From an optimization exercise on the open Yosys and OpenROAD flow, aimed at small area; shortcuts taken in it are not production practice.
Only simulation tests tie the RTL to the original design; equivalence was not proved.
No driver is modelled on the clock port, so clocking that relies on it looks cheaper here than on a real chip.
Power is estimated from default activity; no workload was simulated.

// snake_top
module snake_top(clk, rst, tick, start, pause, resume, stop, up, down, left, right,
                 sw, vgaRed, vgaGreen, vgaBlue, Hsync, Vsync);
clock: 5.0 ns
lec_check: 0
abc_area: 1
cap_margin: 20
core_margin: 2
core_utilization: 40
cts_buf_list: sky130_fd_sc_hd__clkbuf_8
slew_margin: 20
dont_use_cells: sky130_fd_sc_hd__fa_1 sky130_fd_sc_hd__fa_2 sky130_fd_sc_hd__fa_4 sky130_fd_sc_hd__ha_1 sky130_fd_sc_hd__ha_2 sky130_fd_sc_hd__ha_4
standard.sh (not shown) runs the stock make flow with config.mk's settings and CLKGATE_MAP_FILE= SYNTH_SCRIPT=/design/flow/synth_recipe.tcl, a recipe that flattens the netlist after the stock synthesis.
==> flow/flow/run.sh <==
#!/bin/bash
# Own layout flow: the standard flow (standard.sh) with three changes.
#  1. Synthesis maps the logic for area: the abc call of the standard
#     synthesis script runs flow/abc_area.script instead of ORFS's script.
#     Everything else in synthesis (registers, flattening, renaming) is the
#     standard script, unchanged.
#  2. Full and half adder cells are not used, so the adder extraction step
#     leaves adders to abc as plain logic.
#  3. Ports are buffered with sky130_fd_sc_hd__buf_1.
# Each tool's log is in orfs/logs/; this script's own output is in run.log.
set -euo pipefail
W=$(pwd)
exec > >(tee -a "$W/run.log") 2>&1

# 1. synthesis script: the standard one, with abc's script replaced
{
  head -1 synth_recipe.tcl
  cat <<EOT
proc abc {args} {
  set i [lsearch -exact \$args -script]
  if { \$i >= 0 } { set args [lreplace \$args [expr {\$i + 1}] [expr {\$i + 1}] $W/flow/abc_area.script] }
  yosys abc {*}\$args
}
EOT
  tail -n +2 synth_recipe.tcl
} > own_synth.tcl

# 2. no adder cells (the platform's own list is appended to this one)
cat >> config.mk <<EOT
export DONT_USE_CELLS = sky130_fd_sc_hd__fa_1 sky130_fd_sc_hd__fa_2 sky130_fd_sc_hd__fa_4 sky130_fd_sc_hd__ha_1 sky130_fd_sc_hd__ha_2 sky130_fd_sc_hd__ha_4
EOT

# 3. port buffers
export BUFFER_PORTS_ARGS="-buffer_cell sky130_fd_sc_hd__buf_1"

bash standard.sh SYNTH_SCRIPT="$W/own_synth.tcl" finish > standard.log 2>&1
grep -c "abc_area.script" orfs/logs/*/*/*/1_2_yosys.log || true
==> flow/flow/abc_area.script <==
strash
&get -n
&deepsyn -T 20
&put
dch -f
amap
topo
The starting point completed without violations.
Edit:
--- a/flow/design.v
+++ b/flow/design.v
@@ -1,38 +1,35 @@
 module colors(sw, c);
   input[7:0] sw;
-  output[4:0] c;
+  output[2:0] c;
   wire lo0 = ~|sw[3:0];
   wire hi0 = ~|sw[7:4];
   wire lo1 = (sw[0] ^ sw[1]) & ~(sw[2] | sw[3]) | (sw[2] ^ sw[3]) & ~(sw[0] | sw[1]);
   wire hi1 = (sw[4] ^ sw[5]) & ~(sw[6] | sw[7]) | (sw[6] ^ sw[7]) & ~(sw[4] | sw[5]);
-  wire lo = lo1 & hi0;    
-  wire hi = hi1 & lo0;    
-  assign c[4] = lo & sw[1] | hi;                     
-  assign c[3] = hi & (sw[6] | sw[7]);                
-  assign c[2] = lo & sw[2] | hi & ~sw[4];            
-  assign c[1] = hi & ~sw[4];                         
-  assign c[0] = lo & (sw[1] | sw[3]) | hi & sw[7];   
+  wire oh = lo1 & hi0 | hi1 & lo0;    
+  assign c[2] = oh & (sw[2] | sw[5] | sw[6] | sw[7]);    
+  assign c[1] = oh & (sw[1] | sw[4] | sw[6] | sw[7]);    
+  assign c[0] = oh & (sw[1] | sw[3] | sw[5] | sw[7]);    
 endmodule
 module vga_ctlr(clk, rst, hit, bg, R, G, B, hSync, vSync, hq, hr, vq, vr);
   input clk, rst;
   input hit;           
-  input[4:0] bg;       
+  input[2:0] bg;       
   output[3:0] R, G, B;
   output hSync, vSync;
   output reg[6:0] hq;
   output reg[3:0] hr;
   output reg[5:0] vq;
   output reg[3:0] vr;
-  reg[4:0] c;
+  reg[2:0] c;          
   function [6:0] inc7(input [6:0] a);
     integer i; reg cy;
     begin
       cy = 1'b1;
       for (i = 0; i < 7; i = i + 1) begin
         inc7[i] = a[i] ^ cy;
         cy = a[i] & cy;
       end
     end
   endfunction
   wire hr9 = hr[3] & hr[0];
   wire hend = hr9 & hq[6] & (&hq[3:0]);             
@@ -58,51 +55,56 @@
           vr <= 0; vq <= vq1[5:0];
         end else
           vr <= vr1[3:0];
       end
     end
   end
   wire hvis = ~hq[6] & ~(&hq[5:0] & hr9) | hend;
   wire vvis = ~(vq[5] & vq[4]) & ~(&vq[3:0] & ~vq[4] & vq[5] & vr9) | ((hq == 7'd52) & (hr == 4'd4));
   always@(posedge clk) begin
     if(rst | ~(hvis & vvis))
       c <= 0;
     else if(hit)
-      c <= 5'b1_0_0_0_0;
+      c <= 3'b010;
     else
       c <= bg;
   end
-  assign R = {4{c[4]}};
-  assign G = {c[3], c[2], c[1], c[3]};
-  assign B = {4{c[0]}};
+  wire g = c[2], a = c[1], b = c[0];
+  wire r4 = a | (g & b);
+  wire g3 = g & a;
+  wire g1 = g & (a | b);
+  wire b4 = b & (~g | a);
+  assign R = {4{r4}};
+  assign G = {g3, g, g1, g3};
+  assign B = {4{b4}};
   assign hSync = ~(((hq == 7'd65) & hr9) | ((hq > 7'd65) & (hq < 7'd75)) |
                    ((hq == 7'd75) & (hr <= 4'd5)));
   wire h0 = (hq == 7'd0) & (hr == 4'd0);
   assign vSync = ~((vq == 6'd49) & (h0 ? (vr == 4'd3) : (vr == 4'd2)));
 endmodule
 module snake_ctlr(start, pause, resume, stop, u, d, l, r, clk, rst, tick,
                   hq, hr, vq, vr, hit);
   input start, pause, resume, stop, u, d, l, r, clk, rst, tick;
   input[6:0] hq;
   input[3:0] hr;
   input[5:0] vq;
   input[3:0] vr;
   output hit;
   localparam[1:0] RT = 2'b00, LF = 2'b01, UP = 2'b10, DN = 2'b11;
   localparam[2:0] M_RUN = 3'd0, M_PAUSED = 3'd1, M_OVER = 3'd2, M_RESTART = 3'd3,
                   M_STOPPED = 3'd4;
   reg[2:0] mode;
   wire stopped = mode[2];
   reg[1:0] frameCtr;
-  reg[1:0] dir;
+  reg[1:0] dir;            
   reg[6:0] hxn;            
   reg[5:0] hyn;            
   reg[1:0] md1, md2, md3, md4;   
   function [6:0] step7(input [6:0] a, input s);
     integer i; reg cy;
     begin
       cy = 1'b1;
       for (i = 0; i < 7; i = i + 1) begin
         step7[i] = a[i] ^ cy;
         cy = cy & (a[i] ^ s);
       end
     end
@@ -133,25 +135,24 @@
     ndir = dir;
     if(u && (dir != DN)) ndir = UP;
     if(r && (dir != LF)) ndir = RT;
     if(l && (dir != RT)) ndir = LF;
     if(d && (dir != UP)) ndir = DN;
   end
   wire[6:0] hxs = step7(hxn, dir == RT);
   wire[6:0] hys = step7({1'b0, hyn}, dir == DN);
   always@(posedge clk) begin
     if(rst) begin
       frameCtr <= 0;
       mode <= M_STOPPED;
-      dir <= RT;
       hxn <= 7'd124; hyn <= 6'd0;
       md1 <= RT; md2 <= RT; md3 <= RT; md4 <= RT;
     end else if(tick) begin
       frameCtr <= {frameCtr[1] ^ frameCtr[0], ~frameCtr[0]};
       case(mode)
         M_PAUSED: if(resume) mode <= M_RUN;
         M_OVER, M_STOPPED: if(start) mode <= M_RESTART;
         M_RESTART: begin
           dir <= RT;
           hxn <= 7'd124; hyn <= 6'd0;
           md1 <= RT; md2 <= RT; md3 <= RT; md4 <= RT;
           mode <= M_RUN;
@@ -196,19 +197,19 @@
 module snake_top(clk, rst, tick, start, pause, resume, stop, up, down, left, right,
                  sw, vgaRed, vgaGreen, vgaBlue, Hsync, Vsync);
   input clk, rst, tick;
   input start, pause, resume, stop, up, down, left, right;
   input[7:0] sw;
   output[3:0] vgaRed, vgaGreen, vgaBlue;
   output Hsync, Vsync;
   wire[6:0] hq;
   wire[3:0] hr;
   wire[5:0] vq;
   wire[3:0] vr;
   wire hit;
-  wire[4:0] bg;
+  wire[2:0] bg;
   vga_ctlr top_vga_ctlr(clk, rst, hit, bg, vgaRed, vgaGreen, vgaBlue, Hsync, Vsync,
                         hq, hr, vq, vr);
   snake_ctlr top_snake_ctlr(start, pause, resume, stop, up, down, left, right,
                             clk, rst, tick, hq, hr, vq, vr, hit);
   colors bg_color(sw, bg);
 endmodule
Effect: Hold slack is better by 16 ps. Design area increases by about 3%. Synthesized area went up by about 3.2%. Setup slack gets worse by 130 ps. Utilization came out lower by 0.74 points. Clock-buffer cell count decreases by 2. Global-route usage falls by 0.90 points. Clock power went up by 24%. Synthesized cell count rises by about 5%.

---

## raven
Another version of the RTL of snake_top (not shown whole).
For scale: about 470 cells after synthesis, about 52 flip-flops, ~33 I/O pins, roughly 3200 sq um of cells after synthesis.
==> module snake_ctlr, before the edit <==
module snake_ctlr(start, pause, resume, stop, u, d, l, r, clk, rst, tick,
                  hq, hr, vq, vr, hit);
  input start, pause, resume, stop, u, d, l, r, clk, rst, tick;
  input[6:0] hq;
  input[3:0] hr;
  input[5:0] vq;
  input[3:0] vr;
  output hit;
  localparam[1:0] RT = 2'b00, LF = 2'b01, UP = 2'b10, DN = 2'b11;
  localparam[2:0] M_RUN = 3'd0, M_PAUSED = 3'd1, M_OVER = 3'd2, M_RESTART = 3'd3,
                  M_STOPPED = 3'd4;
  reg[2:0] mode;
  wire stopped = mode[2];
  reg[1:0] frameCtr;       
  reg[1:0] dir;            
  reg[6:0] hxn;            
  reg[5:0] hyn;            
  reg[1:0] md1, md2, md3, md4;   
  function [6:0] step7(input [6:0] a, input s);
    integer i; reg cy;
    begin
      cy = 1'b1;
      for (i = 0; i < 7; i = i + 1) begin
        step7[i] = a[i] ^ cy;
        cy = cy & (a[i] ^ s);
      end
    end
  endfunction
  function [6:0] add7(input [6:0] a, input [6:0] b);
    integer i; reg cy;
    begin
      cy = 1'b0;
      for (i = 0; i < 7; i = i + 1) begin
        add7[i] = a[i] ^ b[i] ^ cy;
        cy = (a[i] & b[i]) | (a[i] & cy) | (b[i] & cy);
      end
    end
  endfunction
  function [3:0] add4(input [3:0] a, input [3:0] b);
    integer i; reg cy;
    begin
      cy = 1'b0;
      for (i = 0; i < 4; i = i + 1) begin
        add4[i] = a[i] ^ b[i] ^ cy;
        cy = (a[i] & b[i]) | (a[i] & cy) | (b[i] & cy);
      end
    end
  endfunction
  wire out = (~hxn[6] & hxn[0]) | (~hyn[5] & ~hyn[4] & hyn[0]);
  reg[1:0] ndir;
  always@(*) begin
    ndir = dir;
    if(u && (dir != DN)) ndir = UP;
    if(r && (dir != LF)) ndir = RT;
    if(l && (dir != RT)) ndir = LF;
    if(d && (dir != UP)) ndir = DN;
  end
  wire[6:0] hxs = step7(hxn, dir == RT);
  wire[6:0] hys = step7({1'b0, hyn}, dir == DN);
  always@(posedge clk) begin
    if(rst) begin
      frameCtr <= 0;
      mode <= M_STOPPED;
      hxn <= 7'd124; hyn <= 6'd0;
      md1 <= RT; md2 <= RT; md3 <= RT; md4 <= RT;
    end else if(tick) begin
      frameCtr <= {frameCtr[0], ~frameCtr[1]};    
      case(mode)
        M_PAUSED: if(resume) mode <= M_RUN;
        M_OVER, M_STOPPED: if(start) mode <= M_RESTART;
        M_RESTART: begin
          dir <= RT;
          hxn <= 7'd124; hyn <= 6'd0;
          md1 <= RT; md2 <= RT; md3 <= RT; md4 <= RT;
          mode <= M_RUN;
        end
        default: begin
          if(start) mode <= M_RESTART;
          else if(stop) mode <= M_STOPPED;
          else if(pause) mode <= M_PAUSED;
          else if(out) mode <= M_OVER;
          else begin
            dir <= ndir;
            if(frameCtr == 2'd0) begin
              if(dir[1]) hyn <= hys[5:0];
              else hxn <= hxs;
              md1 <= dir; md2 <= md1; md3 <= md2; md4 <= md3;
            end
          end
        end
      endcase
    end
  end
  function [3:0] ox(input[1:0] m);
    ox = (m == RT) ? 4'hF : (m == LF) ? 4'h1 : 4'h0;
  endfunction
  function [3:0] oy(input[1:0] m);
    oy = (m == DN) ? 4'hF : (m == UP) ? 4'h1 : 4'h0;
  endfunction
  wire[3:0] cx1 = ox(md1), cy1 = oy(md1);
  wire[3:0] cx2 = add4(cx1, ox(md2)), cy2 = add4(cy1, oy(md2));
  wire[3:0] cx3 = add4(cx2, ox(md3)), cy3 = add4(cy2, oy(md3));
  wire[3:0] cx4 = add4(cx3, ox(md4)), cy4 = add4(cy3, oy(md4));
  wire[6:0] dx = add7(hq, hxn);
  wire[6:0] dy = add7({1'b0, vq}, {1'b0, hyn});
  wire near = ((dx[6:3] == 4'h0) | (dx[6:3] == 4'hF)) & ((dy[5:3] == 3'h0) | (dy[5:3] == 3'h7));
  wire odd = dx[0] ^ dy[0];
  wire on = odd ? (((dx[3:0] == cx1) & (dy[3:1] == cy1[3:1])) |
                   ((dx[3:0] == cx3) & (dy[3:1] == cy3[3:1])))
                : (((dx[3:0] == 4'h0) & (dy[3:1] == 3'h0)) |
                   ((dx[3:0] == cx2) & (dy[3:1] == cy2[3:1])) |
                   ((dx[3:0] == cx4) & (dy[3:1] == cy4[3:1])));
  assign hit = ~stopped & ~hq[6] & ~(vq[5] & vq[4]) & (hr != 4'd0) & (vr != 4'd0) & near & on;
endmodule
clock: 5.0 ns
lec_check: 0
abc_area: 1
cap_margin: 20
core_margin: 2
core_utilization: 40
cts_buf_list: sky130_fd_sc_hd__clkbuf_8
slew_margin: 20
dont_use_cells: sky130_fd_sc_hd__fa_1 sky130_fd_sc_hd__fa_2 sky130_fd_sc_hd__fa_4 sky130_fd_sc_hd__ha_1 sky130_fd_sc_hd__ha_2 sky130_fd_sc_hd__ha_4
==> flow/flow/run.sh <==
#!/bin/bash
# Own layout flow: the standard flow (standard.sh) with these changes.
#  1. Synthesis maps the logic for area: the abc call of the standard
#     synthesis script runs abc with each of flow/abc_*.script and 30 seeds
#     of a deepsyn script, and keeps the smallest netlist (flow/abc_pick.tcl). Everything else in synthesis
#     (registers, flattening, renaming) is the standard script, unchanged.
#  2. Full and half adder cells are not used, so the adder extraction step
#     leaves adders to abc as plain logic.
#  3. Ports are buffered with sky130_fd_sc_hd__buf_1.
#  4. Clock tree options from flow/cts_args, if that file exists, and
#     flow/post_cts.tcl run after clock tree synthesis (shrinks the root
#     clock buffer).
# Each tool's log is in orfs/logs/; this script's own output is in run.log,
# standard.sh's in standard.log.
set -euo pipefail
W=$(pwd)
exec > >(tee -a "$W/run.log") 2>&1
export OWN_FLOW_DIR="$W/abc_scripts"

# abc scripts to try: the fixed ones in flow/, and deepsyn with seeds 1..30
mkdir -p abc_scripts
cp flow/abc_*.script abc_scripts/
for s in $(seq 1 30); do
  printf 'strash\n&get -n\n&deepsyn -T 20 -S %d\n&put\ndch -f\namap\ntopo\n' $s > abc_scripts/abc_s$(printf %02d $s).script
done

{
  head -1 synth_recipe.tcl
  cat flow/abc_pick.tcl
  tail -n +2 synth_recipe.tcl
} > own_synth.tcl

cat >> config.mk <<EOT
export DONT_USE_CELLS = sky130_fd_sc_hd__fa_1 sky130_fd_sc_hd__fa_2 sky130_fd_sc_hd__fa_4 sky130_fd_sc_hd__ha_1 sky130_fd_sc_hd__ha_2 sky130_fd_sc_hd__ha_4
EOT

export BUFFER_PORTS_ARGS="-buffer_cell sky130_fd_sc_hd__buf_1"
if [[ -f flow/cts_args ]]; then
  export CTS_ARGS="$(cat flow/cts_args)"
fi
if [[ -f flow/post_cts.tcl ]]; then
  export POST_CTS_TCL="$W/flow/post_cts.tcl"
fi

bash standard.sh SYNTH_SCRIPT="$W/own_synth.tcl" finish > standard.log 2>&1
grep "OWN_FLOW" orfs/logs/*/*/*/1_2_yosys.log || true
Other scripts of this flow, unchanged in this note and not shown: flow/flow/abc_a.script, flow/flow/abc_b.script, flow/flow/abc_c.script, flow/flow/abc_d.script, flow/flow/abc_f.script, flow/flow/abc_h.script, flow/flow/abc_pick.tcl, flow/flow/cts_args, flow/flow/post_cts.tcl
### raven -> indigo
--- a/flow/design.v
+++ b/flow/design.v
@@ -91,14 +91,14 @@
   output hit;
   localparam[1:0] RT = 2'b00, LF = 2'b01, UP = 2'b10, DN = 2'b11;
   localparam[2:0] M_RUN = 3'd0, M_PAUSED = 3'd1, M_OVER = 3'd2, M_RESTART = 3'd3,
                   M_STOPPED = 3'd4;
   reg[2:0] mode;
   wire stopped = mode[2];
-  reg[1:0] frameCtr;       
-  reg[1:0] dir;            
+  reg[1:0] frameCtr;
+  reg[1:0] dir;
   reg[6:0] hxn;            
   reg[5:0] hyn;            
   reg[1:0] md1, md2, md3, md4;   
   function [6:0] step7(input [6:0] a, input s);
     integer i; reg cy;
     begin
@@ -141,16 +141,17 @@
   wire[6:0] hxs = step7(hxn, dir == RT);
   wire[6:0] hys = step7({1'b0, hyn}, dir == DN);
   always@(posedge clk) begin
     if(rst) begin
       frameCtr <= 0;
       mode <= M_STOPPED;
+      dir <= RT;
       hxn <= 7'd124; hyn <= 6'd0;
       md1 <= RT; md2 <= RT; md3 <= RT; md4 <= RT;
     end else if(tick) begin
-      frameCtr <= {frameCtr[0], ~frameCtr[1]};    
+      frameCtr <= {frameCtr[1] ^ frameCtr[0], ~frameCtr[0]};
       case(mode)
         M_PAUSED: if(resume) mode <= M_RUN;
         M_OVER, M_STOPPED: if(start) mode <= M_RESTART;
         M_RESTART: begin
           dir <= RT;
           hxn <= 7'd124; hyn <= 6'd0;
### Flow results
- Filler cell count, indigo and raven: smaller value in raven
- Between indigo and raven, the difference in width of the die is negligible.
- Delta (indigo minus raven): detailed-route wire length per cell went down about 1.3%; area after synthesis level; cell total after placement now sits higher.
- indigo vs. raven: minimum clock period after layout went up by 0.11 ns, first-pass detailed-route iteration total went up by 1, routed wire length went down by 51 um.

separate check: timing with driven ports:
Ports are ideal in the flow. The routed layouts listed here were re-timed in OpenROAD. Step 1, drivers: a clkbuf_16 drives clk and a buf_2 each remaining input, both assumed. Step 2 also shifts input and output timing later by t, the mid clock arrival at the registers, as if the neighbouring blocks saw the same clock. a / b / c = ideal ports / drivers / drivers and shift; a / b = the first two.
run | shift t [ns] | setup slack, ns | worst setup path at the end
the first run of note 1 | 0.339 | 1.016 / 1.016 / 1.016 | register to register
the second run of note 1 | 0.327 | 0.889 / 0.896 / 0.570 | input to register
raven | 0.540 | 1.294 / 1.306 / 0.766 | input to register
indigo | 0.546 | 1.185 / 1.185 / 1.185 | register to register
After both steps setup and hold are still met in every run listed. The setup slack of raven, which loses most, moves by +0.012 ns with the drivers and by -0.528 ns with both steps.
